Source: an optimization exercise on an open RTL-to-GDS flow (aim: small area, a short achievable clock period and few clock cycles). Production flows keep margins and buffers that such runs may drop. RTL that was checked went through simulation tests only; none was proved equivalent to the original. For runs 1, 2 and 4, only the layout was checked, not whether the RTL still works.

$ cat config.mk
export PLATFORM = sky130hd
export DESIGN_NAME = xoodoo
export DESIGN_NICKNAME = xoodoo
export VERILOG_FILES = /design/flow/design.v
export SDC_FILE = /design/flow/constraint.sdc
export NUM_CORES = 4
export LEC_CHECK = 0
export CAP_MARGIN = 20
export CORE_MARGIN = 2
export CORE_UTILIZATION = 35
export SETUP_SLACK_MARGIN = 2.5
export SLEW_MARGIN = 20
export SYNTH_HIERARCHICAL = 1
$ cat design.v
module xoodoo_rc(
    round_i,
    rc
);
    input  [3:0] round_i;
    output reg [9:0] rc;
    always @(*) begin
        case (round_i)
            4'd0:  rc = 10'h058;
            4'd1:  rc = 10'h038;
            4'd2:  rc = 10'h3C0;
            4'd3:  rc = 10'h0D0;
            4'd4:  rc = 10'h120;
            4'd5:  rc = 10'h014;
            4'd6:  rc = 10'h060;
            4'd7:  rc = 10'h02C;
            4'd8:  rc = 10'h380;
            4'd9:  rc = 10'h0F0;
            4'd10: rc = 10'h1A0;
            4'd11: rc = 10'h012;
            default: rc = 10'h000;
        endcase
    end
endmodule
module xoodoo_xor2(a, b, y);
    input a, b;
    output y;
    assign y = a ^ b;
endmodule
module xoodoo_xnor2(a, b, y);
    input a, b;
    output y;
    assign y = ~(a ^ b);
endmodule
module xoodoo_ornb(a, b, y);
    input a, b;
    output y;
    assign y = a | ~b;
endmodule
module xoodoo_chi(b0, b1, b2, y);
    input b0, b1, b2;
    output y;
    wire n;
    xoodoo_ornb u_n(.a(b1), .b(b2), .y(n));
    xoodoo_xnor2 u_x(.a(b0), .b(n), .y(y));
endmodule
module xoodoo_round(
    state_in,
    rc,
    state_out
);
    parameter [9:0] RC_MASK = 10'h3FF;
    input  [383:0] state_in;
    input  [9:0]   rc;
    output [383:0] state_out;
    function integer rot;    
        input integer z;
        input integer n;
        begin
            rot = (z + 32 - n) % 32;
        end
    endfunction
    wire [31:0] a  [0:2][0:3];
    wire [31:0] p1 [0:3];
    wire [31:0] p  [0:3];
    wire [31:0] e  [0:3];
    wire [31:0] t  [0:2][0:3];
    wire [31:0] b  [0:2][0:3];
    wire [31:0] c  [0:2][0:3];
    genvar x, y, z;
    generate
        for (y = 0; y < 3; y = y + 1) begin : g_unpack
            for (x = 0; x < 4; x = x + 1) begin : g_x
                assign a[y][x] = state_in[128*y + 32*x +: 32];
            end
        end
        for (x = 0; x < 4; x = x + 1) begin : g_theta
            for (z = 0; z < 32; z = z + 1) begin : g_z
                xoodoo_xor2 u_p1(.a(a[0][x][z]), .b(a[1][x][z]), .y(p1[x][z]));
                xoodoo_xor2 u_p (.a(p1[x][z]),   .b(a[2][x][z]), .y(p[x][z]));
                xoodoo_xor2 u_e (.a(p[(x+3)%4][rot(z,5)]), .b(p[(x+3)%4][rot(z,14)]), .y(e[x][z]));
                xoodoo_xor2 u_t0(.a(a[0][x][z]), .b(e[x][z]), .y(t[0][x][z]));
                xoodoo_xor2 u_t1(.a(a[1][x][z]), .b(e[x][z]), .y(t[1][x][z]));
                xoodoo_xor2 u_t2(.a(a[2][x][z]), .b(e[x][z]), .y(t[2][x][z]));
            end
        end
        for (x = 0; x < 4; x = x + 1) begin : g_rhow
            for (z = 0; z < 32; z = z + 1) begin : g_z
                if (x == 0 && z < 10 && RC_MASK[z]) begin : g_iota
                    xoodoo_xor2 u_i(.a(t[0][0][z]), .b(rc[z]), .y(b[0][0][z]));
                end else begin : g_noiota
                    assign b[0][x][z] = t[0][x][z];
                end
                assign b[1][x][z] = t[1][(x+3)%4][z];
                assign b[2][x][z] = t[2][x][rot(z,11)];
            end
        end
        for (x = 0; x < 4; x = x + 1) begin : g_chi
            for (z = 0; z < 32; z = z + 1) begin : g_z
                xoodoo_chi u_c0(.b0(b[0][x][z]), .b1(b[1][x][z]), .b2(b[2][x][z]), .y(c[0][x][z]));
                xoodoo_chi u_c1(.b0(b[1][x][z]), .b1(b[2][x][z]), .b2(b[0][x][z]), .y(c[1][x][z]));
                xoodoo_chi u_c2(.b0(b[2][x][z]), .b1(b[0][x][z]), .b2(b[1][x][z]), .y(c[2][x][z]));
            end
        end
        for (x = 0; x < 4; x = x + 1) begin : g_rhoe
            for (z = 0; z < 32; z = z + 1) begin : g_z
                assign state_out[  0 + 32*x + z] = c[0][x][z];
                assign state_out[128 + 32*x + z] = c[1][x][rot(z,1)];
                assign state_out[256 + 32*x + z] = c[2][(x+2)%4][rot(z,8)];
            end
        end
    endgenerate
endmodule
module xoodoo_n_rounds(
    state_in,
    state_out,
    step_i
);
    parameter roundPerCycle = 1;
    input  [383:0] state_in;
    output [383:0] state_out;
    input  [3:0]   step_i;
    function [9:0] rc_mask;
        input integer slot;
        integer k;
        reg [9:0] m;
        begin
            m = 10'h0;
            for (k = slot; k < 12; k = k + roundPerCycle)
                case (k)
                    0: m = m | 10'h058;  1: m = m | 10'h038;  2: m = m | 10'h3C0;
                    3: m = m | 10'h0D0;  4: m = m | 10'h120;  5: m = m | 10'h014;
                    6: m = m | 10'h060;  7: m = m | 10'h02C;  8: m = m | 10'h380;
                    9: m = m | 10'h0F0; 10: m = m | 10'h1A0; 11: m = m | 10'h012;
                    default: m = m;
                endcase
            rc_mask = m;
        end
    endfunction
    wire [383:0] st [0:roundPerCycle];
    assign st[0] = state_in;
    genvar r;
    generate
        for (r = 0; r < roundPerCycle; r = r + 1) begin : gen_rounds
            wire [9:0] rc;
            wire [3:0] idx = step_i * roundPerCycle + r;
            xoodoo_rc rc_inst(
                .round_i(idx),
                .rc(rc)
            );
            xoodoo_round #(.RC_MASK(rc_mask(r))) round_inst(
                .state_in(st[r]),
                .rc(rc),
                .state_out(st[r+1])
            );
        end
    endgenerate
    assign state_out = st[roundPerCycle];
endmodule
module xoodoo_aoi222(a1, a2, b1, b2, c1, c2, y);
    input a1, a2, b1, b2, c1, c2;
    output y;
    assign y = ~((a1 & a2) | (b1 & b2) | (c1 & c2));
endmodule
module xoodoo_nand4(a, b, c, d, y);
    input a, b, c, d;
    output y;
    assign y = ~(a & b & c & d);
endmodule
module xoodoo_rd(sel, v, y);
    input [11:0] sel;
    input [11:0] v;
    output y;
    wire [3:0] g;
    genvar j;
    generate
        for (j = 0; j < 4; j = j + 1) begin : g_g
            xoodoo_aoi222 u_g(.a1(sel[3*j]),   .a2(v[3*j]),
                              .b1(sel[3*j+1]), .b2(v[3*j+1]),
                              .c1(sel[3*j+2]), .c2(v[3*j+2]), .y(g[j]));
        end
    endgenerate
    xoodoo_nand4 u_o(.a(g[0]), .b(g[1]), .c(g[2]), .d(g[3]), .y(y));
endmodule
module xoodoo(
    clk_i,
    rst_i,
    start_i,
    state_valid_o,
    init_reg,
    word_in,
    word_index_in,
    word_enable_in,
    domain_i,
    domain_enable_i,
    word_out
);
    input               clk_i;
    input               rst_i;
    input               start_i;
    output              state_valid_o;
    input               init_reg;
    input      [31:0]   word_in;
    input      [3:0]    word_index_in;   
    input               word_enable_in;
    input      [31:0]   domain_i;
    input               domain_enable_i;
    output     [31:0]   word_out;
    parameter roundPerCycle = 1;
    localparam STEPS = 12 / roundPerCycle;
    reg  [383:0] state_n;        
    wire [383:0] state = ~state_n;
    wire [383:0] round_out_state;
    reg  [3:0]  step;
    reg         running;
    reg         done;
    wire        perm = running | start_i;
    wire        clr  = rst_i | init_reg;
    xoodoo_n_rounds #(.roundPerCycle(roundPerCycle)) rounds_inst(
        .state_in(state),
        .state_out(round_out_state),
        .step_i(running ? step : 4'd0)
    );
    wire [11:0] sel;
    wire [11:0] ps, pn;
    wire        pr = perm & ~clr;
    genvar i, k;
    generate
        for (i = 0; i < 12; i = i + 1) begin : g_sel
            assign sel[i] = (word_index_in == i);
            assign pn[i]  = ~perm & ~clr & word_enable_in & sel[i];
            assign ps[i]  = ~perm & ~clr & ~(word_enable_in & sel[i]);
        end
    endgenerate
    wire [31:0] new_word = word_out ^ word_in;
    wire [31:0] dom = domain_enable_i ? domain_i : 32'h0;
    generate
        for (k = 0; k < 32; k = k + 1) begin : g_rd
            wire [11:0] v;
            for (i = 0; i < 12; i = i + 1) begin : g_v
                assign v[i] = state[32*i + k];
            end
            xoodoo_rd u_rd(.sel(sel), .v(v), .y(word_out[k]));
        end
    endgenerate
    wire [383:0] d;
    generate
        for (i = 0; i < 12; i = i + 1) begin : g_w
            for (k = 0; k < 32; k = k + 1) begin : g_b
                wire nv, hv;
                if (i == 11) begin : g_dom
                    assign nv = new_word[k] ^ dom[k];
                    assign hv = state[32*i + k] ^ dom[k];
                end else begin : g_plain
                    assign nv = new_word[k];
                    assign hv = state[32*i + k];
                end
                xoodoo_aoi222 u_upd(.a1(pr), .a2(round_out_state[32*i + k]),
                                    .b1(pn[i]), .b2(nv), .c1(ps[i]), .c2(hv),
                                    .y(d[32*i + k]));
            end
        end
    endgenerate
    always @(posedge clk_i)
        state_n <= d;
    wire last = running ? (step == STEPS - 1) : (STEPS == 1);
    always @(posedge clk_i) begin
        if (rst_i) begin
            done    <= 1'b0;
            running <= 1'b0;
            step    <= 4'd0;
        end else if (perm) begin
            if (last) begin
                done    <= 1'b1;
                running <= 1'b0;
                step    <= 4'd0;
            end else begin
                done    <= 1'b0;
                running <= 1'b1;
                step    <= (running ? step : 4'd0) + 4'd1;
            end
        end
    end
    assign state_valid_o = done;
endmodule
$ cat constraint.sdc
create_clock -name core_clock -period 6.5 [get_ports {clk_i}]
set_input_delay 1.3000 -clock core_clock [delete_from_list [all_inputs] [get_ports {clk_i}]]
set_output_delay 1.3000 -clock core_clock [all_outputs]
set_load 0.01 [all_outputs]
$ cat run.sh
#!/bin/bash
# synth_recipe.tcl (not shown) runs the flow's synth.tcl, then flattens the netlist and writes it again
# the make line also repeats each setting of config.mk as NAME=value (left out here)
make -C /OpenROAD-flow-scripts/flow DESIGN_CONFIG=/design/flow/config.mk WORK_HOME=/design/flow/orfs CLKGATE_MAP_FILE= SYNTH_SCRIPT=/design/flow/synth_recipe.tcl finish
==> summary.txt, run 1 <==
Finish
  – Final Net Count: 3501
  – FF/Latch Area: 7807 um2
  – Fillers: 8139
  – Area of the multi-input gates: 19920 um2
  – Share of layout cells above drive strength 1: 9.196%
  – Area Growth Syn to Fin: 21.10%

Outcome
  – Status: no timing/DRC/antenna violations

Placed design
  – Count of input and output buffers: 106
  – Gpl congestion: 1.066
  – DP HPWL: 112600 um
  – Pre-CTS WS: 0.6541 ns

Worst setup path
  – Data required time of the critical path: 5.20 ns
  – Reg-to-reg setup timing slack: 2.68 ns
  – Startpoint Class: input pin
  – Crit Path Category: in -> out
  – Critical path arrival: 2.88 ns
  – Crit. End Element: output port
  – Largest fanout on the critical path: 8

Detailed routing
  – Total Wirelength: 156800 um
  – Antenna Nets Post-Route: 0
  – Top routing layer in use: met5
  – Iter 0 DRT Violations: 7279
  – Vias per cell: 6.385
  – Wl on met1: 58170 um
  – Met3 WL post-DR: 21940 um
  – # DRC: 0
  – Routed vias: 28920
  – Wirelength per Cell: 34.62 um
  – Met2 Routed Length: 63270 um
  – First-pass DRT Iterations: 15

Floorplanning
  – Area of the core: 81850 um2
  – Chip height: 291.1 um
  – I/O pin count: 107
  – Initial Utilization: 35.25%
  – Row count: 105
  – Die area: 84740 um2
  – Die W: 291.1 um

Yosys
  – Mapped Area: 28850 um2
  – YS warnings: 10
  – Post-Syn Area per Cell: 9.244 um2
  – Mapped Cells: 3121

Global route
  – First-pass GRT wire length: 211200 um
  – Global-route usage over all layers: 35.11%
  – Largest net degree at the start of global routing: 189
  – Initial antenna violation count: 6
  – Number of global-route vias before repair: 26020
  – Total congestion overflow: 0

STA
  – Final setup viols: 0
  – Fin. max-slew vios: 0
  – Hold Violations, Final: 0
  – Final min period: 4.184 ns
  – Rel. slew slack: 18.61%
  – RSZ-0062 raised after global routing: yes
  – Final period util: 64.37%
  – Achievable Freq: 239.0 MHz
  – Clock Skews: 0.02108 ns
  – Worst-margin pin slew: 1.217 ns
  – Final setup margin: 2.316 ns

CTS
  – # hold bufs at CTS: 0
  – Clock tree sinks: 390
  – Clk root buf: clkbuf_16
  – H-tree Lvls: 2
  – Clock buffer count from CTS: 50
  – Clock Latency Late Sink: 0.63 ns
  – CTS tree: done
  – Clock slew seen by the registers of the worst setup and hold paths: 0.05 ns
  – Max Buffers Root-to-Sink: 3

Min path
  – Worst hold path class: reg -> reg

Flow run
  – Max Cap Viol: 0
==> worst max-delay path, cell delays in order <==
cell,delay (ns)
buf_12,0.10
or2_4,0.18
nor3_4,0.06
buf_12,0.16
buf_16,0.17
a222oi_1,0.36
nand4_1,0.30
buf_2,0.24
==> cells in the final DEF, fill, tap and decap left out, types with 7 or more instances in the layout <==
cell / instances
a21oi_1: 7
a21oi_4: 9
a222oi_1: 512
buf_12: 32
buf_16: 7
buf_2: 27
buf_4: 101
buf_6: 17
clkbuf_1: 10
clkbuf_16: 54
clkbuf_8: 9
clkdlybuf4s50_1: 69
clkinv_2: 12
dfxtp_1: 390
ha_1: 8
inv_1: 391
nand2_1: 39
nand2b_1: 385
nand4_1: 32
nor2_1: 11
nor2_4: 20
xnor2_1: 448
xor2_1: 810
==> area by class of cell <==
type                            count  area share (%)
Sequential cell                   390           22.35
Tap cell                         1070           3.832
Antenna cell                        1        0.007162
Multi-Input combinational cell   2329           57.01
Timing Repair Buffer              257           7.639
Inverter                          391           4.201
Clock inverter                     19          0.7091
Clock buffer                       72           4.258
==> worst paths after layout <==
kind | from | end | depth (start not counted)
worst min-delay path | done | done | 2
worst max register to register | state_n[94] | state_n[331] | 8
worst min register to register | done | done | 2
worst max-delay path | word_index_in[0] | word_out[21] | 8
==> sequential cells by signal, indices dropped and copies added, names as in the netlist <==
register	cells
step	4
running	1
done	1
state_n	384
==> layer usage <==
| layer | vias up | GRT usage [%] |
|---|---|---|
| met5 | - | 0 |
| li1 | 11830 | - |
| met4 | 10 | 24.06 |
| met3 | 590 | 9.139 |
| met1 | 14020 | 45.56 |
| met2 | 2472 | 50.67 |
==> metrics by stage <==
step	setup TNS (ns)	hold WS [ns]	instance area, um2	utilization [%]	cells
5_1_grt	0	0.5101	34940	42.68	4528
2_1_floorplan	-743.66	0.4612	28980	-	3121
3_5_place_dp	0	0.4602	32320	39.49	4370
3_3_place_gp	0	0.4654	32290	39.45	4369
4_1_cts	0	0.4782	34810	42.53	4517
6_report	0	0.4753	34940	42.69	4529
==> repair_timing <==
action	in CTS	in global routing
buffers inserted	52	9
setup endpoints to repair	130	65
pin swaps	93	57
gates cloned	4	2
gates resized for setup	232	5
==> run 2, diff against run 1 <==
--- a/config.mk
+++ b/config.mk
@@ -7,7 +7,8 @@
 export LEC_CHECK = 0
 export CAP_MARGIN = 20
 export CORE_MARGIN = 2
-export CORE_UTILIZATION = 35
+export CORE_UTILIZATION = 50
+export GPL_TIMING_DRIVEN = 0
 export SETUP_SLACK_MARGIN = 2.5
 export SLEW_MARGIN = 20
 export SYNTH_HIERARCHICAL = 1
==> run 2 against run 1 <==
  * Register-to-register slack got worse by 0.15 ns
  * Critical path type unchanged
  * Final cell count decreased by 5.1%
  * Routed wire length increased by 3.8%
  * Still clean on timing, DRC and antenna
  * Highest routed layer unchanged
  * Clock skew increased by 0.0070 ns
  * Worst hold slack got worse by 0.014 ns
  * Global-route usage increased by 17 points
  * Sequential share of layout area decreased by 0.89 points
==> summary.txt, run 2 <==
Floorplanning
  – I/O pin count: 107
  – Chip height: 244.2 um
  – Row count: 88
  – Area of the core: 57370 um2
  – Die area: 59640 um2
  – Initial Utilization: 50.29%
  – Die W: 244.2 um

Finish
  – Largest Register: state_n
  – Max reg flops: 384
  – Most frequent cells in the layout: 782 x xor2_1, 512 x a222oi_1, 447 x xnor2_1, 391 x inv_1, 390 x dfxtp_1
  – Post-route cell area: 36390 um2
  – Final Net Count: 3580
  – Fillers: 4809
  – Final non-filler cell total: 4297
  – Share of layout cells above drive strength 1: 11.87%
  – Final Util: 63.43%
  – Commonest non-fill, non-tap cell in the layout: xor2_1
  – Largest regs: state_n: 384 flops, step: 4 flops
  – Area Growth Syn to Fin: 26.12%

Worst setup path
  – Crit. End Element: output port
  – R2R depth: 8
  – Data required time of the critical path: 5.20 ns
  – CP max stage cell: nand4_1
  – WP buf/inv: 6
  – Crit Path Category: in -> out
  – Max stage delay on crit path: 0.34 ns
  – Worst path most repeated cell: clkbuf_16
  – Startpoint Class: input pin
  – Largest fanout on the critical path: 6
  – R2r startpoint: state_n[172]
  – Reg-to-reg setup timing slack: 2.53 ns
  – R2r endpoint: state_n[313]
  – Critical path arrival: 3.13 ns
  – CP delay by family, top: buffers and inverters
  – Crit-path cells: clkbuf_16 -> or2_4 -> clkbuf_16 -> nor3_4 -> buf_16 -> buf_12 -> buf_8 -> a222oi_1 -> nand4_1 -> buf_2

Detailed routing
  – Wirelength per Cell: 37.86 um
  – Vias per cell: 7.095
  – Total Wirelength: 162700 um
  – Iter 0 DRT Violations: 7678
  – Antenna Nets Post-Route: 0
  – Routed vias: 30490
  – First-pass DRT Iterations: 15
  – # DRC: 0

Outcome
  – Status: no timing/DRC/antenna violations

Global route
  – Global-route usage over all layers: 52.28%
  – First-pass GRT wire length: 219300 um
  – Initial antenna violation count: 1
  – Largest net degree at the start of global routing: 22
  – Total congestion overflow: 0
  – Number of global-route vias before repair: 28520

Min path
  – Worst hold start: done
  – Worst hold path depth: 2
  – Worst Hold Endpoint: done
  – Worst hold path class: reg -> reg

CTS
  – Clock Latency Late Sink: 0.62 ns
  – Clock slew seen by the registers of the worst setup and hold paths: 0.07 ns
  – H-tree Lvls: 2
  – Clock buffer count from CTS: 47
  – Max Buffers Root-to-Sink: 3
  – CTS tree: done
  – Clock tree sinks: 390
  – Clk root buf: clkbuf_16
  – # hold bufs at CTS: 0

Yosys
  – YS warnings: 10
  – Post-Syn Area per Cell: 9.244 um2
  – Mapped Area: 28850 um2
  – Mapped Cells: 3121

STA
  – Fin. max-slew vios: 0
  – Final min period: 4.427 ns
  – Final setup margin: 2.073 ns
  – RSZ-0062 raised after global routing: yes
  – Final TNS setup: 0 ns
  – Rel. slew slack: 16.24%
  – Clock Skews: 0.02808 ns
  – Final period util: 68.11%
  – Worst-margin pin slew: 1.252 ns
  – Final setup viols: 0
  – Hold Violations, Final: 0
  – Fin Hold WS: 0.4614 ns
  – Achievable Freq: 225.9 MHz

Placed design
  – Post-DP Area: 33680 um2
  – Pre-CTS WS: 0.6599 ns
  – Placed Cells: 4101
  – DP HPWL: 122200 um
  – Gpl congestion: 1.061
  – Count of input and output buffers: 103

Flow run
  – Max Cap Viol: 0
==> run 2: what timing repair did <==
action,in CTS,in global routing
hold endpoints to repair,0,0
setup endpoints to repair,360,33
cloned,2,1
setup buffers,89,21
pin swaps,76,35
resized for setup,184,8
==> run 2: worst max path at each step <==
| stage | from | end | slack (ns) | depth (start not counted) |
|---|---|---|---|---|
| 4_1_cts | word_index_in[0] | word_out[15] | 2.21 | 9 |
| 3_5_place_dp | word_index_in[2] | word_out[15] | 0.66 | 8 |
| 6_report | word_index_in[0] | word_out[2] | 2.07 | 10 |
| 5_1_grt | word_index_in[0] | word_out[2] | 2.06 | 10 |
| 2_1_floorplan | rst_i | state_n[0] | -1.94 | 3 |
| 3_3_place_gp | start_i | state_n[76] | -7.81 | 4 |
==> run 2: per-layer routing <==
layer / share of wire [%] / vias to the layer above / GRT usage (%)
met1: 34 / 14630 / 63.26
met2: 40 / 3015 / 74.34
met5: 0.0080 / - / 0
li1: - / 11980 / -
met3: 16 / 864 / 19.66
met4: 9.9 / 2 / 40.82
==> run 2: worst reg2reg max path, delay by kind of cell, from the launching register on <==
family	cells	cell delay [ns]
AOI/OAI and AO/OA	1	0.25
xor gates and xnor gates	5	2.95
buffers and inverters	1	0.15
DFF	1	0.29
and+or+nand+nor	1	0.15
==> run 2: final cells by class <==
cell class	count	area [um2]	share of cell area [%]
buffer	12	133.9	0.3679
tap	765	957.2	2.631
multi-input combinational	2328	20130	55.34
clock buffer	64	1333	3.662
timing repair buffer	328	4330	11.90
inverter	391	1468	4.034
antenna	2	5.005	0.01375
clock inverter	17	217.7	0.5983
sequential	390	7807	21.46
==> run 3, diff against run 2 <==
--- a/design.v
+++ b/design.v
@@ -116,7 +116,7 @@
     state_out,
     step_i
 );
-    parameter roundPerCycle = 1;
+    parameter roundPerCycle = 2;
     input  [383:0] state_in;
     output [383:0] state_out;
     input  [3:0]   step_i;
@@ -206,7 +206,7 @@
     input      [31:0]   domain_i;
     input               domain_enable_i;
     output     [31:0]   word_out;
-    parameter roundPerCycle = 1;
+    parameter roundPerCycle = 2;
     localparam STEPS = 12 / roundPerCycle;
     reg  [383:0] state_n;        
     wire [383:0] state = ~state_n;
--- a/config.mk
+++ b/config.mk
@@ -7,8 +7,6 @@
 export LEC_CHECK = 0
 export CAP_MARGIN = 20
 export CORE_MARGIN = 2
-export CORE_UTILIZATION = 50
-export GPL_TIMING_DRIVEN = 0
-export SETUP_SLACK_MARGIN = 2.5
+export CORE_UTILIZATION = 35
 export SLEW_MARGIN = 20
 export SYNTH_HIERARCHICAL = 1
==> run 3 against run 2 <==
  * Register-to-register slack lost 1.9 ns
  * Maximum frequency down 26%
  * Sequential cell count unchanged
  * Cell area is 46% higher
  * Clock skew fell by 0.0011 ns
  * Still clean
==> summary.txt, run 3 <==
Global route
  – Global-route usage over all layers: 50.90%
  – Largest net degree at the start of global routing: 174
  – Initial antenna violation count: 6
  – Total congestion overflow: 0
  – First-pass GRT wire length: 405400 um
  – Number of global-route vias before repair: 40570

Yosys
  – Post-Syn Area per Cell: 8.865 um2
  – Mapped Cells: 4692
  – Mapped Area: 41590 um2
  – YS warnings: 11

CTS
  – Post-CTS setup buffers: 0
  – Clk root buf: clkbuf_16
  – Max Buffers Root-to-Sink: 3
  – Clock tree sinks: 390
  – Clock slew seen by the registers of the worst setup and hold paths: 0.06 ns
  – H-tree Lvls: 2
  – Clock buffer count from CTS: 54
  – CTS tree: done
  – Post_cts resized: 0
  – # hold bufs at CTS: 0
  – Clock Latency Late Sink: 0.68 ns

Min path
  – Worst Hold Endpoint: step[3]
  – Worst hold path depth: 2
  – Worst hold path class: reg -> reg
  – Worst hold start: step[3]

STA
  – Rel. slew slack: 20.90%
  – Worst-margin pin slew: 1.186 ns
  – Final min period: 5.974 ns
  – Hold Violations, Final: 0
  – Fin Hold WS: 0.4940 ns
  – Clock Skews: 0.02694 ns
  – RSZ-0062 raised after global routing: no
  – Achievable Freq: 167.4 MHz
  – Final period util: 91.91%
  – Fin. max-slew vios: 0
  – Final setup viols: 0
  – Final setup margin: 0.5260 ns

Floorplanning
  – I/O pin count: 107
  – Initial Utilization: 35.27%
  – Die W: 348.7 um
  – Chip height: 348.7 um
  – Row count: 126
  – Die area: 121600 um2
  – Area of the core: 117900 um2

Detailed routing
  – Iter 0 DRT Violations: 10750
  – # DRC: 0
  – Wl on met1: 122300 um
  – Top routing layer in use: met5
  – Total Wirelength: 321000 um
  – Met3 WL post-DR: 41010 um
  – Routed vias: 44420
  – First-pass DRT Iterations: 11
  – Antenna Nets Post-Route: 0
  – Met2 Routed Length: 127100 um
  – Wirelength per Cell: 44.24 um
  – Vias per cell: 6.122

Worst setup path
  – R2R depth: 19
  – Crit. End Element: output port
  – Crit-path cells: clkdlybuf4s50_1 -> nand2b_1 -> nor2_4 -> buf_12 -> a222oi_1 -> nand4_1 -> clkdlybuf4s50_1
  – CP delay by family, top: buffers and inverters
  – R2r startpoint: state_n[41]
  – WP buf/inv: 3
  – Data required time of the critical path: 5.20 ns
  – Startpoint Class: input pin
  – Crit Path Category: in -> out
  – CP max stage cell: a222oi_1
  – Worst path most repeated cell: clkdlybuf4s50_1
  – Max stage delay on crit path: 0.78 ns
  – Reg-to-reg setup timing slack: 0.63 ns
  – Largest fanout on the critical path: 32
  – Critical path arrival: 4.67 ns
  – R2r endpoint: state_n[336]

Finish
  – Share of layout cells above drive strength 1: 16.84%
  – Area Growth Syn to Fin: 28.05%
  – Max reg flops: 384
  – Largest Register: state_n
  – Post-route cell area: 53260 um2
  – Area of the multi-input gates: 32590 um2
  – Final Net Count: 5762
  – Commonest non-fill, non-tap cell in the layout: xor2_1
  – Most frequent cells in the layout: 1581 x xor2_1, 832 x xnor2_1, 806 x buf_4, 773 x nand2b_1, 512 x a222oi_1
  – Final Util: 45.16%
  – Largest regs: state_n: 384 flops, step: 4 flops
  – Fillers: 12010
  – FF/Latch Area: 7807 um2

Placed design
  – Gpl congestion: 1.134
  – Count of input and output buffers: 106
  – DP HPWL: 262300 um
  – Pre-CTS WS: 0.6483 ns
  – Post-DP Area: 51260 um2

Outcome
  – Status: no timing/DRC/antenna violations

Flow run
  – Max Cap Viol: 0
==> run 3: worst register-to-register path: stages (launching register included) <==
cell	delay [ns]
dfxtp_1	0.30
inv_1	0.09
xor2_1	0.76
xor2_1	0.55
xor2_1	0.63
xor2_1	0.27
nand2b_1	0.23
xnor2_1	0.31
buf_4	0.21
xor2_1	0.43
xor2_1	0.22
buf_4	0.20
xor2_1	0.22
buf_4	0.20
xor2_1	0.25
buf_4	0.17
nand2b_1	0.07
xnor2_1	0.13
buf_4	0.20
a222oi_1	0.34
==> run 3: final cells by class <==
cell class,instances,area share (%)
sequential,390,14.66
clock buffer,75,2.993
inverter,398,2.805
timing repair buffer,929,13.98
multi-input combinational,3900,61.19
tap,1536,3.609
antenna,2,0.009397
clock inverter,26,0.7565
==> run 3: how the worst max path moves through the flow <==
stage                     start      endpoint  slack (ns)  cells past startpoint
2_1_floorplan             rst_i    state_n[0]       -1.94                      3
3_5_place_dp   word_index_in[1]  word_out[27]        0.65                      7
4_1_cts        word_index_in[1]  word_out[27]        0.65                      7
6_report       word_index_in[1]  word_out[27]        0.53                      7
5_1_grt        word_index_in[1]  word_out[27]        0.51                      7
3_3_place_gp   word_index_in[1]  word_out[27]        0.66                      7
==> run 3: layer usage <==
layer | GRT usage [%] | vias to the layer above
li1 | - | 17910
met1 | 64.67 | 21970
met2 | 72.28 | 3628
met3 | 14.44 | 905
met4 | 38.83 | 4
met5 | 0 | -
==> run 3: metrics by stage <==
step / setup TNS [ns] / instances
after global routing: 0 / 7254
after detailed placement: 0 / 7153
after floorplan: -743.55 / 4702
final: 0 / 7256
after global placement: 0 / 7153
after CTS: 0 / 7254
Testbench counts of run 3, summed over its fixed seeds: cycles 15,110.
==> run 4, diff against run 3 <==
--- a/design.v
+++ b/design.v
@@ -116,7 +116,7 @@
     state_out,
     step_i
 );
-    parameter roundPerCycle = 2;
+    parameter roundPerCycle = 1;
     input  [383:0] state_in;
     output [383:0] state_out;
     input  [3:0]   step_i;
@@ -206,7 +206,7 @@
     input      [31:0]   domain_i;
     input               domain_enable_i;
     output     [31:0]   word_out;
-    parameter roundPerCycle = 2;
+    parameter roundPerCycle = 1;
     localparam STEPS = 12 / roundPerCycle;
     reg  [383:0] state_n;        
     wire [383:0] state = ~state_n;
@@ -249,7 +249,7 @@
             for (k = 0; k < 32; k = k + 1) begin : g_b
                 wire nv, hv;
                 if (i == 11) begin : g_dom
-                    assign nv = new_word[k] ^ dom[k];
+                    assign nv = new_word[k];
                     assign hv = state[32*i + k] ^ dom[k];
                 end else begin : g_plain
                     assign nv = new_word[k];
==> flow/run.sh (new file) <==
#!/bin/bash
# Standard ORFS layout (the standard.sh) with plain buffers on the ports
# instead of the delay cells buffer_ports picks by default.
set -euo pipefail
export BUFFER_PORTS_ARGS="-buffer_cell sky130_fd_sc_hd__buf_1"
bash standard.sh > orfs_flow.log 2>&1
==> standard.sh (new file) <==
#!/bin/bash
# synth_recipe.tcl (not shown) runs the flow's synth.tcl, then flattens the netlist and writes it again
# the make line also repeats each setting of config.mk as NAME=value (left out here)
make -C /OpenROAD-flow-scripts/flow DESIGN_CONFIG=/design/flow/config.mk WORK_HOME=/design/flow/orfs CLKGATE_MAP_FILE= SYNTH_SCRIPT=/design/flow/synth_recipe.tcl "${@:-finish}"
--- a/config.mk
+++ b/config.mk
@@ -8,5 +8,7 @@
 export CAP_MARGIN = 20
 export CORE_MARGIN = 2
 export CORE_UTILIZATION = 35
+export CTS_BUF_LIST = sky130_fd_sc_hd__clkbuf_4 sky130_fd_sc_hd__clkbuf_8
+export SETUP_SLACK_MARGIN = 2.5
 export SLEW_MARGIN = 20
 export SYNTH_HIERARCHICAL = 1
removed: run.sh
==> run 4 against run 3 <==
  * Largest cell class unchanged
  * Synthesized cell count shrank 34%
  * Cell area shrank 36%
  * Routed wire length shrank 51%
  * Critical path depth up 2
  * Core utilization is 2.8 points lower
  * Register-to-register slack gained 1.8 ns
==> summary.txt, run 4 <==
Worst setup path
  – Crit Path Category: in -> out
  – Critical path arrival: 2.94 ns
  – Crit. End Element: output port
  – CP max stage cell: nor2_4
  – Max stage delay on crit path: 0.33 ns
  – Worst path most repeated cell: buf_4
  – Crit-path cells: buf_12 -> nand2b_4 -> buf_4 -> nor2_4 -> clkbuf_16 -> a222oi_1 -> nand4_1 -> buf_4 -> buf_1
  – Startpoint Class: input pin
  – Largest fanout on the critical path: 16
  – Data required time of the critical path: 5.20 ns

Yosys
  – Mapped Cells: 3089
  – Post-Syn Area per Cell: 9.249 um2
  – Mapped Area: 28570 um2
  – YS warnings: 10

CTS
  – Clock Latency Late Sink: 0.73 ns
  – Clock buffer count from CTS: 76
  – H-tree Lvls: 3
  – Clk root buf: clkbuf_8
  – CTS tree: done
  – Clock slew seen by the registers of the worst setup and hold paths: 0.05 ns
  – Max Buffers Root-to-Sink: 3
  – Clock tree sinks: 390

Finish
  – Share of layout cells above drive strength 1: 10.90%
  – Final non-filler cell total: 4552
  – Commonest non-fill, non-tap cell in the layout: xor2_1
  – Area Growth Syn to Fin: 19.60%
  – Final Util: 42.35%
  – Max reg flops: 384
  – Final Net Count: 3508
  – Largest regs: state_n: 384 flops, step: 4 flops
  – Most frequent cells in the layout: 807 x xor2_1, 512 x a222oi_1, 416 x xnor2_1, 391 x inv_1, 390 x dfxtp_1
  – Fillers: 8154
  – Largest Register: state_n

Global route
  – Total congestion overflow: 0
  – Initial antenna violation count: 7
  – Global-route usage over all layers: 35.82%
  – Largest net degree at the start of global routing: 192
  – Number of global-route vias before repair: 26650
  – First-pass GRT wire length: 210500 um

STA
  – Fin. max-slew vios: 0
  – RSZ-0062 raised after global routing: yes
  – Clock Skews: 0.05074 ns
  – Worst-margin pin slew: 1.399 ns
  – Hold Violations, Final: 0
  – Final setup margin: 2.257 ns
  – Final setup viols: 0
  – Final min period: 4.243 ns
  – Final TNS setup: 0 ns
  – Rel. slew slack: 6.070%
  – Achievable Freq: 235.7 MHz
  – Final period util: 65.27%

Placed design
  – Gpl congestion: 1.074
  – Pre-CTS WS: 1.224 ns
  – Count of input and output buffers: 106
  – DP HPWL: 111300 um
  – Placed Cells: 4320

Floorplanning
  – Initial Utilization: 35.41%
  – Row count: 104
  – Area of the core: 80680 um2
  – I/O pin count: 107
  – Chip height: 289.7 um
  – Die W: 289.7 um
  – Die area: 83930 um2

Flow run
  – Max Cap Viol: 0

Detailed routing
  – Antenna Nets Post-Route: 0
  – Total Wirelength: 158400 um
  – # DRC: 0
  – Routed vias: 29020
  – Iter 0 DRT Violations: 7919
  – Wirelength per Cell: 34.79 um
  – Vias per cell: 6.374
  – First-pass DRT Iterations: 15

Min path
  – Worst hold path class: reg -> reg

Outcome
  – Status: no timing/DRC/antenna violations
run 4: cell types whose count changed in the layout (fill, tap and decap cells not counted), sizes merged, moves of 12 or more:
cell,change
nand2b,-384
clkbuf,+50
xnor2,-416
buf,-564
conb,-12
clkdlybuf4s50,-105
xor2,-772
run 4: worst paths after layout:
check        depth (start not counted)      endpoint              from  slack [ns]
max                                  9  word_out[12]  word_index_in[1]        2.26
min                                  2          done              done        0.46
max reg2reg                          8  state_n[365]      state_n[247]        2.42
min reg2reg                          2          done              done        0.46
run 4: through the flow:
stage | hold WS [ns] | area, um2
finish | 0.4615 | 34170
global route | 0.4935 | 34160
CTS | 0.4703 | 33700
detailed placement | 0.4561 | 31250
global placement | 0.4509 | 31250
floorplan | 0.4612 | 28700
run 4: routing by layer:
layer | wire [um] | track usage [%] | part of all wire [%] | vias to the layer above
met5 | 0 | 0 | 0 | -
met4 | 13240 | 22.41 | 8.4 | 0
met3 | 23900 | 10.94 | 15 | 619
met1 | 57440 | 45.82 | 36 | 14040
li1 | - | - | - | 11820
met2 | 63770 | 52.36 | 40 | 2544
run 4: repair_timing:
action / 4_1_cts / 5_1_grt
setup endpoints to repair: 32 / 44
hold buffers: 0 / 0
gates cloned: 2 / 9
pin swaps: 63 / 29
resized for setup: 69 / 31
buffers inserted: 63 / 14
run 4: cell type report:
type | instances | area [um2] | share of cell area (%)
Multi-Input combinational cell | 2297 | 19670 | 57.57
Clock buffer | 115 | 1476 | 4.321
Sequential cell | 390 | 7807 | 22.85
Inverter | 391 | 1468 | 4.295
Timing Repair Buffer | 270 | 2253 | 6.595
Antenna cell | 6 | 15.01 | 0.04394
Tap cell | 1060 | 1326 | 3.881
Clock inverter | 23 | 152.6 | 0.4467
run 4: critical path, delay by kind of cell:
| kind | cells | cell delay [ns] |
|---|---|---|
| AOI/OAI and AO/OA | 1 | 0.11 |
| buffers and inverters | 5 | 0.91 |
| and+or+nand+nor | 3 | 0.60 |
==> run 5, diff against run 4 <==
--- a/design.v
+++ b/design.v
@@ -162,25 +162,30 @@
     output y;
     assign y = ~((a1 & a2) | (b1 & b2) | (c1 & c2));
 endmodule
-module xoodoo_nand4(a, b, c, d, y);
-    input a, b, c, d;
-    output y;
-    assign y = ~(a & b & c & d);
-endmodule
-module xoodoo_rd(sel, v, y);
-    input [11:0] sel;
+module xoodoo_mux4(s, d, y);
+    input [1:0] s;
+    input [3:0] d;
+    output y;
+    assign y = d[s];
+endmodule
+module xoodoo_sel3(s, a, b, c, y);
+    input [1:0] s;
+    input a, b, c;
+    output y;
+    assign y = s[1] ? (~s[0] & c) : (s[0] ? b : a);
+endmodule
+module xoodoo_rd(idx, v, y);
+    input [3:0] idx;
     input [11:0] v;
     output y;
-    wire [3:0] g;
+    wire [2:0] m;
     genvar j;
     generate
-        for (j = 0; j < 4; j = j + 1) begin : g_g
-            xoodoo_aoi222 u_g(.a1(sel[3*j]),   .a2(v[3*j]),
-                              .b1(sel[3*j+1]), .b2(v[3*j+1]),
-                              .c1(sel[3*j+2]), .c2(v[3*j+2]), .y(g[j]));
-        end
-    endgenerate
-    xoodoo_nand4 u_o(.a(g[0]), .b(g[1]), .c(g[2]), .d(g[3]), .y(y));
+        for (j = 0; j < 3; j = j + 1) begin : g_m
+            xoodoo_mux4 u_m(.s(idx[1:0]), .d(v[4*j +: 4]), .y(m[j]));
+        end
+    endgenerate
+    xoodoo_sel3 u_o(.s(idx[3:2]), .a(m[0]), .b(m[1]), .c(m[2]), .y(y));
 endmodule
 module xoodoo(
     clk_i,
@@ -240,7 +245,7 @@
             for (i = 0; i < 12; i = i + 1) begin : g_v
                 assign v[i] = state[32*i + k];
             end
-            xoodoo_rd u_rd(.sel(sel), .v(v), .y(word_out[k]));
+            xoodoo_rd u_rd(.idx(word_index_in), .v(v), .y(word_out[k]));
         end
     endgenerate
     wire [383:0] d;
--- a/config.mk
+++ b/config.mk
@@ -9,6 +9,6 @@
 export CORE_MARGIN = 2
 export CORE_UTILIZATION = 35
 export CTS_BUF_LIST = sky130_fd_sc_hd__clkbuf_4 sky130_fd_sc_hd__clkbuf_8
-export SETUP_SLACK_MARGIN = 2.5
+export SETUP_SLACK_MARGIN = 2.8
 export SLEW_MARGIN = 20
 export SYNTH_HIERARCHICAL = 1
==> run 5 against run 4 <==
  * Sequential cell count stayed put
  * Count of clock-buffer cells in the layout is 10 higher
  * Routed wire length fell by 4.1%
  * Maximum frequency rose by 6.0%
  * Clock skew shrank 0.021 ns
  * Critical path type unchanged
  * Critical endpoint is now word_out[29]
  * Highest routed layer is now met5
==> summary.txt, run 5 <==
STA
  – Final setup margin: 2.499 ns
  – Worst-margin pin slew: 1.256 ns
  – RSZ-0062 raised after global routing: yes
  – Rel. slew slack: 15.97%
  – Hold Violations, Final: 0
  – Achievable Freq: 249.9 MHz
  – Final setup viols: 0
  – Fin Hold WS: 0.4612 ns
  – Final min period: 4.001 ns
  – Final period util: 61.56%
  – Clock Skews: 0.03023 ns
  – Fin. max-slew vios: 0

Finish
  – Fillers: 8555
  – Final non-filler cell total: 4588
  – Final Net Count: 3461
  – Area Growth Syn to Fin: 17.88%
  – Largest regs: state_n: 384 flops, step: 4 flops
  – Max reg flops: 384
  – Commonest non-fill, non-tap cell in the layout: xor2_1
  – Most frequent cells in the layout: 801 x xor2_1, 416 x xnor2_1, 390 x inv_1, 390 x dfxtp_1, 385 x nand2b_1
  – Largest Register: state_n
  – Share of layout cells above drive strength 1: 12.58%

Placed design
  – Gpl congestion: 1.059
  – Pre-CTS WS: 1.608 ns
  – DP HPWL: 107600 um
  – Count of input and output buffers: 106
  – Placed Cells: 4405

Worst setup path
  – Crit Path Category: in -> out
  – Setup crit start: word_index_in[0]
  – R2R depth: 9
  – Largest fanout on the critical path: 7
  – Crit. End Element: output port
  – Max stage delay on crit path: 0.50 ns
  – Worst path most repeated cell: clkbuf_16
  – Critical path arrival: 2.70 ns
  – Data required time of the critical path: 5.20 ns
  – R2r endpoint: state_n[333]
  – Startpoint Class: input pin
  – Crit-path cells: clkbuf_16 -> clkbuf_16 -> mux4_2 -> mux2i_1 -> o22ai_2 -> clkbuf_2
  – CP max stage cell: mux4_2
  – CP delay by family, top: multiplexers
  – Reg-to-reg setup timing slack: 2.83 ns
  – R2r startpoint: state_n[224]
  – WP buf/inv: 3

Global route
  – Global-route usage over all layers: 33.38%
  – Total congestion overflow: 0
  – Initial antenna violation count: 5
  – First-pass GRT wire length: 204100 um
  – Number of global-route vias before repair: 25810
  – Largest net degree at the start of global routing: 213

Floorplanning
  – I/O pin count: 107
  – Row count: 107
  – Area of the core: 84880 um2
  – Die W: 295.9 um
  – Die area: 87580 um2
  – Chip height: 295.9 um
  – Initial Utilization: 35.15%

Detailed routing
  – Vias per cell: 6.181
  – Wirelength per Cell: 33.10 um
  – First-pass DRT Iterations: 11
  – Antenna Nets Post-Route: 0
  – Total Wirelength: 151800 um
  – # DRC: 0
  – Iter 0 DRT Violations: 6438
  – Routed vias: 28360

CTS
  – Clock buffer count from CTS: 78
  – Clk root buf: clkbuf_8
  – Max Buffers Root-to-Sink: 3
  – CTS tree: done
  – Clock Latency Late Sink: 0.71 ns
  – Clock slew seen by the registers of the worst setup and hold paths: 0.06 ns
  – Clock tree sinks: 390
  – H-tree Lvls: 3

Yosys
  – Post-Syn Area per Cell: 9.611 um2
  – YS warnings: 10
  – Mapped Area: 29830 um2
  – Mapped Cells: 3104

Min path
  – Worst hold path class: reg -> reg
  – Worst Hold Endpoint: done
  – Worst hold start: done
  – Worst hold path depth: 2

Outcome
  – Status: no timing/DRC/antenna violations

Flow run
  – Max Cap Viol: 0
-- run 5: cell type report --
| cell class | count | area, um2 | share of cell area [%] |
|---|---|---|---|
| multi-input combinational | 2316 | 21000 | 59.72 |
| antenna | 3 | 7.507 | 0.02135 |
| timing repair buffer | 203 | 1732 | 4.925 |
| tap | 1144 | 1431 | 4.071 |
| inverter | 390 | 1464 | 4.163 |
| sequential | 390 | 7807 | 22.20 |
| clock buffer | 125 | 1570 | 4.466 |
| clock inverter | 17 | 151.4 | 0.4305 |
-- run 5: what timing repair did --
| action | CTS | global route |
|---|---|---|
| cloned | 11 | 4 |
| resized for setup | 49 | 57 |
| hold buffers | 0 | 0 |
| setup endpoints to repair | 212 | 60 |
| pin swaps | 2 | 8 |
| hold endpoints to repair | 0 | 0 |
| buffers inserted | 7 | 15 |
-- run 5: tightest hold or removal path: cells and delay by family (launching register included) --
family	cells	cell delay [ns]
AOI/OAI and AO/OA	1	0.06
DFF	1	0.31
and+or+nand+nor	1	0.05
-- run 5: worst max-delay path by stage --
stage              endpoint  slack (ns)  cells after the start
2_1_floorplan    state_n[0]       -1.96                      3
3_3_place_gp   word_out[17]        1.63                      6
3_5_place_dp   word_out[17]        1.61                      6
4_1_cts        word_out[17]        2.49                      6
5_1_grt         word_out[3]        2.46                      6
6_report       word_out[29]        2.50                      6
-- run 5: through the flow --
step | setup TNS (ns) | instance area, um2 | utilization (%)
after CTS | 0 | 34700 | 40.88
after global routing | 0 | 35160 | 41.42
final | 0 | 35160 | 41.43
after floorplan | -751.67 | 29850 | -
after detailed placement | 0 | 32420 | 38.19
after global placement | 0 | 32390 | 38.16
-- run 5: layer usage --
layer	vias to the layer above	routed length, um	track usage, %
li1	11540	-	-
met1	13930	56250	43.61
met2	2356	62260	48.94
met3	527	21760	8.799
met4	4	11560	20.53
met5	-	21	0
Testbench counts of run 5, summed over its fixed seeds: cycles 22,310.
==> run 6, diff against run 5 <==
--- a/config.mk
+++ b/config.mk
@@ -9,6 +9,6 @@
 export CORE_MARGIN = 2
 export CORE_UTILIZATION = 35
 export CTS_BUF_LIST = sky130_fd_sc_hd__clkbuf_4 sky130_fd_sc_hd__clkbuf_8
-export SETUP_SLACK_MARGIN = 2.8
+export SETUP_SLACK_MARGIN = 2.5
 export SLEW_MARGIN = 20
 export SYNTH_HIERARCHICAL = 1
==> run 6 against run 5 <==
  * Still clean on timing, DRC and antenna
  * Area after synthesis is the same
  * Worst hold slack gained 0.00060 ns
  * Non-clock buffer count shrank 19
  * Largest cell class unchanged
==> summary.txt, run 6 <==
Finish
  – Largest Register: state_n
  – Post-route cell area: 34800 um2
  – Final non-filler cell total: 4568
  – Max reg flops: 384
  – Most frequent cells in the layout: 801 x xor2_1, 416 x xnor2_1, 390 x inv_1, 390 x dfxtp_1, 385 x nand2b_1
  – Largest regs: state_n: 384 flops, step: 4 flops
  – Area Growth Syn to Fin: 16.66%
  – Commonest non-fill, non-tap cell in the layout: xor2_1
  – Share of layout cells above drive strength 1: 11.48%
  – Final Net Count: 3442

Detailed routing
  – # DRC: 0
  – Antenna Nets Post-Route: 0
  – Iter 0 DRT Violations: 6490
  – Routed vias: 28050
  – Total Wirelength: 150300 um
  – Wirelength per Cell: 32.91 um
  – First-pass DRT Iterations: 12
  – Vias per cell: 6.141

CTS
  – CTS tree: done
  – Clock Latency Late Sink: 0.70 ns
  – Clock buffer count from CTS: 78
  – Clock slew seen by the registers of the worst setup and hold paths: 0.06 ns
  – H-tree Lvls: 3
  – # hold bufs at CTS: 0
  – Clock tree sinks: 390
  – Max Buffers Root-to-Sink: 3
  – Clk root buf: clkbuf_8

Global route
  – Total congestion overflow: 0
  – Global-route usage over all layers: 33.27%
  – Initial antenna violation count: 5
  – First-pass GRT wire length: 203500 um
  – Number of global-route vias before repair: 25750
  – Largest net degree at the start of global routing: 213

Yosys
  – Mapped Area: 29830 um2
  – YS warnings: 10
  – Mapped Cells: 3104
  – Post-Syn Area per Cell: 9.611 um2

Worst setup path
  – Reg-to-reg setup timing slack: 2.83 ns
  – CP max stage cell: o22ai_2
  – Largest fanout on the critical path: 30
  – Data required time of the critical path: 5.20 ns
  – Crit-path cells: clkbuf_8 -> buf_12 -> mux2i_1 -> o22ai_2 -> buf_1
  – Crit Path Category: in -> out
  – Crit. End Element: output port
  – Critical path arrival: 2.74 ns
  – Startpoint Class: input pin
  – WP buf/inv: 3
  – Max stage delay on crit path: 0.36 ns
  – CP delay by family, top: buffers and inverters

STA
  – Fin. max-slew vios: 0
  – Final min period: 4.039 ns
  – Achievable Freq: 247.6 MHz
  – Final setup viols: 0
  – RSZ-0062 raised after global routing: yes
  – Clock Skews: 0.03034 ns
  – Fin Hold WS: 0.4618 ns
  – Hold Violations, Final: 0
  – Rel. slew slack: 13.72%
  – Worst-margin pin slew: 1.290 ns
  – Final setup margin: 2.461 ns
  – Final period util: 62.13%

Placed design
  – Post-DP Area: 32420 um2
  – Placed Cells: 4405
  – Gpl congestion: 1.059
  – DP HPWL: 107600 um
  – Count of input and output buffers: 106
  – Pre-CTS WS: 1.608 ns

Floorplanning
  – Die area: 87580 um2
  – Chip height: 295.9 um
  – Initial Utilization: 35.15%
  – I/O pin count: 107
  – Die W: 295.9 um
  – Area of the core: 84880 um2
  – Row count: 107

Min path
  – Worst hold path class: reg -> reg

Outcome
  – Status: no timing/DRC/antenna violations

Flow run
  – Max Cap Viol: 0
run 6: cell count changes in the layout (fill, tap and decap cells not counted), sizes merged:
cell	delta
clkbuf	-10
diode	-1
bufbuf	-1
buf	-8
run 6: metrics by stage:
step,TNS [ns],utilization (%)
after CTS,0,40.73
after global placement,0,38.16
after detailed placement,0,38.19
after global routing,0,41.00
final,0,41.00
after floorplan,-751.67,-
run 6: layer usage:
layer | vias up | GRT usage (%) | wire length [um]
li1 | 11510 | - | -
met1 | 13690 | 42.97 | 54990
met2 | 2313 | 48.54 | 61400
met3 | 530 | 9.533 | 22370
met4 | 6 | 21.06 | 11540
met5 | - | 0 | 21
run 6: final cells by class:
cell class | instances | area, um2
Fill cell | 8584 | 50080
Multi-Input combinational cell | 2316 | 20960
Sequential cell | 390 | 7807
Clock buffer | 125 | 1570
Inverter | 390 | 1464
Tap cell | 1144 | 1431
Timing Repair Buffer | 184 | 1408
Clock inverter | 17 | 151.4
Antenna cell | 2 | 5.005
run 6: worst paths after layout:
path                     from           end  cells after the start
min reg2reg              done          done                      2
max          word_index_in[3]   word_out[5]                      5
max reg2reg      state_n[224]  state_n[333]                      9
min                      done          done                      2
run 6: timing repair:
action                     CTS  global route
cloned                       9             1
setup endpoints to repair   61            28
buffers inserted             4             4
pin swaps                    0             3
resized for setup           40            29
run 6: worst min-delay path, cell delays in order (launching register included):
cell and delay (ns):
dfxtp_1 0.31, nand2_1 0.05, a21oi_1 0.06
==> run 7, diff against run 6 <==
==> flow/run.sh (replaced) <==
#!/bin/bash
# Standard ORFS layout (the standard.sh) with two changes:
# - plain buffers on the ports instead of the delay cells buffer_ports
#   picks by default;
# - the word_index_in and word_out pins grouped on one edge (flow/io.tcl).
set -euo pipefail
export BUFFER_PORTS_ARGS="-buffer_cell sky130_fd_sc_hd__buf_1"
export IO_CONSTRAINTS="$PWD/flow/io.tcl"
bash standard.sh > orfs_flow.log 2>&1
==> flow/io.tcl (new file) <==
# Keep the read path's ports together: word_out is combinational from
# word_index_in, so their pins sit side by side on one edge.
set_io_pin_constraint -group -order -region bottom:* -pin_names {word_out[0] word_out[1] word_out[2] word_out[3] word_out[4] word_out[5] word_out[6] word_out[7] word_out[8] word_out[9] word_out[10] word_out[11] word_out[12] word_out[13] word_out[14] word_out[15] word_index_in[0] word_index_in[1] word_index_in[2] word_index_in[3] word_out[16] word_out[17] word_out[18] word_out[19] word_out[20] word_out[21] word_out[22] word_out[23] word_out[24] word_out[25] word_out[26] word_out[27] word_out[28] word_out[29] word_out[30] word_out[31]}
==> run 7 against run 6 <==
  * Still clean
  * Sequential cell count is the same
  * Count of clock-buffer cells in the layout shrank 4
  * Critical path type unchanged
  * Largest cell class unchanged
==> summary.txt, run 7 <==
Finish
  – Max reg flops: 384
  – Final non-filler cell total: 4580
  – Share of layout cells above drive strength 1: 12.42%
  – Area Growth Syn to Fin: 17.69%
  – Largest regs: state_n: 384 flops, step: 4 flops
  – Final Net Count: 3456
  – Commonest non-fill, non-tap cell in the layout: xor2_1
  – Largest Register: state_n
  – Most frequent cells in the layout: 800 x xor2_1, 416 x xnor2_1, 390 x inv_1, 390 x dfxtp_1, 385 x nand2b_1
  – Final Util: 41.36%

CTS
  – Clock slew seen by the registers of the worst setup and hold paths: 0.06 ns
  – Clk root buf: clkbuf_8
  – Clock Latency Late Sink: 0.70 ns
  – Max Buffers Root-to-Sink: 3
  – H-tree Lvls: 3
  – # hold bufs at CTS: 0
  – Clock buffer count from CTS: 76
  – CTS tree: done
  – Clock tree sinks: 390

Detailed routing
  – Wirelength per Cell: 34.06 um
  – Total Wirelength: 156000 um
  – # DRC: 0
  – Antenna Nets Post-Route: 0
  – Routed vias: 28540
  – First-pass DRT Iterations: 14
  – Iter 0 DRT Violations: 7610
  – Vias per cell: 6.231

Flow run
  – Max Cap Viol: 0

Placed design
  – Pre-CTS WS: 1.650 ns
  – Count of input and output buffers: 106
  – Placed Cells: 4403
  – Gpl congestion: 1.044
  – DP HPWL: 112000 um

Outcome
  – Status: no timing/DRC/antenna violations

STA
  – Final period util: 63.35%
  – Achievable Freq: 242.9 MHz
  – Hold Violations, Final: 0
  – Final setup viols: 0
  – Clock Skews: 0.03545 ns
  – Final min period: 4.118 ns
  – Fin. max-slew vios: 0
  – Worst-margin pin slew: 1.253 ns
  – Rel. slew slack: 16.50%
  – Final setup margin: 2.382 ns
  – RSZ-0062 raised after global routing: yes

Global route
  – Total congestion overflow: 0
  – Initial antenna violation count: 7
  – Number of global-route vias before repair: 25620
  – Largest net degree at the start of global routing: 209
  – First-pass GRT wire length: 207100 um
  – Global-route usage over all layers: 34.20%

Worst setup path
  – Crit-path cells: clkbuf_16 -> buf_12 -> buf_12 -> mux4_2 -> mux2i_2 -> o22ai_4 -> buf_1
  – R2R depth: 8
  – CP max stage cell: mux4_2
  – Critical path arrival: 2.82 ns
  – Worst path most repeated cell: buf_12
  – Data required time of the critical path: 5.20 ns
  – Max stage delay on crit path: 0.50 ns
  – Reg-to-reg setup timing slack: 2.85 ns
  – Crit Path Category: in -> out
  – Critical Path Sink: word_out[3]
  – R2r endpoint: state_n[319]
  – Largest fanout on the critical path: 5
  – R2r startpoint: state_n[201]
  – Crit. End Element: output port
  – Setup crit start: word_index_in[0]
  – Startpoint Class: input pin

Floorplanning
  – Chip height: 295.9 um
  – Die area: 87580 um2
  – Row count: 107
  – I/O pin count: 107
  – Area of the core: 84880 um2
  – Die W: 295.9 um
  – Initial Utilization: 35.15%

Min path
  – Worst hold path depth: 2
  – Worst hold path class: reg -> reg

Yosys
  – Mapped Area: 29830 um2
  – Post-Syn Area per Cell: 9.611 um2
  – Mapped Cells: 3104
  – YS warnings: 10
==> run 7: repair_timing <==
action	in CTS	in global routing
pin swaps	4	13
endpoints found under the setup margin	32	29
buffers inserted	12	13
gates resized for setup	79	36
cloned	6	6
hold endpoints to repair	0	0
==> run 7: worst min path at each step <==
stage                        from  endpoint  slack, ns
after floorplan           step[1]   step[1]       0.46
after global placement       done      done       0.44
after detailed placement     done      done       0.45
after CTS                    done      done       0.46
after global routing         done      done       0.50
final                        done      done       0.46
==> run 7: metrics by stage <==
step	instance area (um2)	hold slack, ns	setup TNS [ns]
6_report	35110	0.4620	0
5_1_grt	35090	0.4959	0
4_1_cts	34740	0.4624	0
3_5_place_dp	32410	0.4527	0
3_3_place_gp	32380	0.4446	0
2_1_floorplan	29850	0.4619	-751.67
==> run 7: per-layer routing <==
layer  vias up  track usage (%)  share of wire (%)
li1      11530                -                  -
met1     13920            43.92                 36
met2      2495            49.50                 41
met3       588            10.47                 15
met4         4            22.09                8.1
met5         -                0              0.015
==> run 7: final cells by class <==
cell class	instances	area, um2
diodes	6	15.01
multi-input cells	2316	21100
clock inverters	13	165.2
clock buffers	121	1553
inverters	390	1464
repair buffers	200	1577
well taps	1144	1431
fillers	8624	49770
flip-flops and latches	390	7807
==> run 7: critical path, delay by kind of cell <==
kind | cells | cell delay [ns]
buffers and inverters | 4 | 0.62
AO/OA/AOI/OAI | 1 | 0.17
multiplexers | 2 | 0.72

==> re-timing with driven ports <==
Ports are ideal in the flow. The routed layouts listed here were re-timed in OpenROAD.
Step 1 (the two cells are an assumption about what drives the block):
set clk [get_ports {clk_i}]
set_driving_cell -lib_cell sky130_fd_sc_hd__clkbuf_16 $clk
set_driving_cell -lib_cell sky130_fd_sc_hd__buf_2 [delete_from_list [all_inputs] $clk]
Step 2, shift: input delay + t, output delay - t, t = (earliest + latest rising clock arrival at the registers) / 2. This alone moves slack from input paths to output paths.
Three values: ideal ports, drivers, drivers and shift; two values: the first two.
run	shift t [ns]	setup slack, ns	worst register clock-pin slew, ns	cell pins on the clock port's net
run 1	0.680	2.316 / 2.217 / 1.718	0.07 / 0.07	1
run 2	0.669	2.073 / 2.003 / 1.884	0.07 / 0.07	1
run 3	0.738	0.526 / 0.503 / 0.503	0.07 / 0.07	1
run 4	0.772	2.257 / 2.192 / 1.706	0.07 / 0.07	1
run 5	0.758	2.499 / 2.112 / 2.112	0.07 / 0.07	1
run 6	0.752	2.461 / 2.111 / 1.854	0.07 / 0.07	1
run 7	0.744	2.382 / 2.074 / 1.894	0.07 / 0.07	1
After both steps setup and hold are still met in every run listed. For run 6, which loses most, drivers alone change the setup slack by -0.350 ns; drivers and shift together by -0.607 ns.
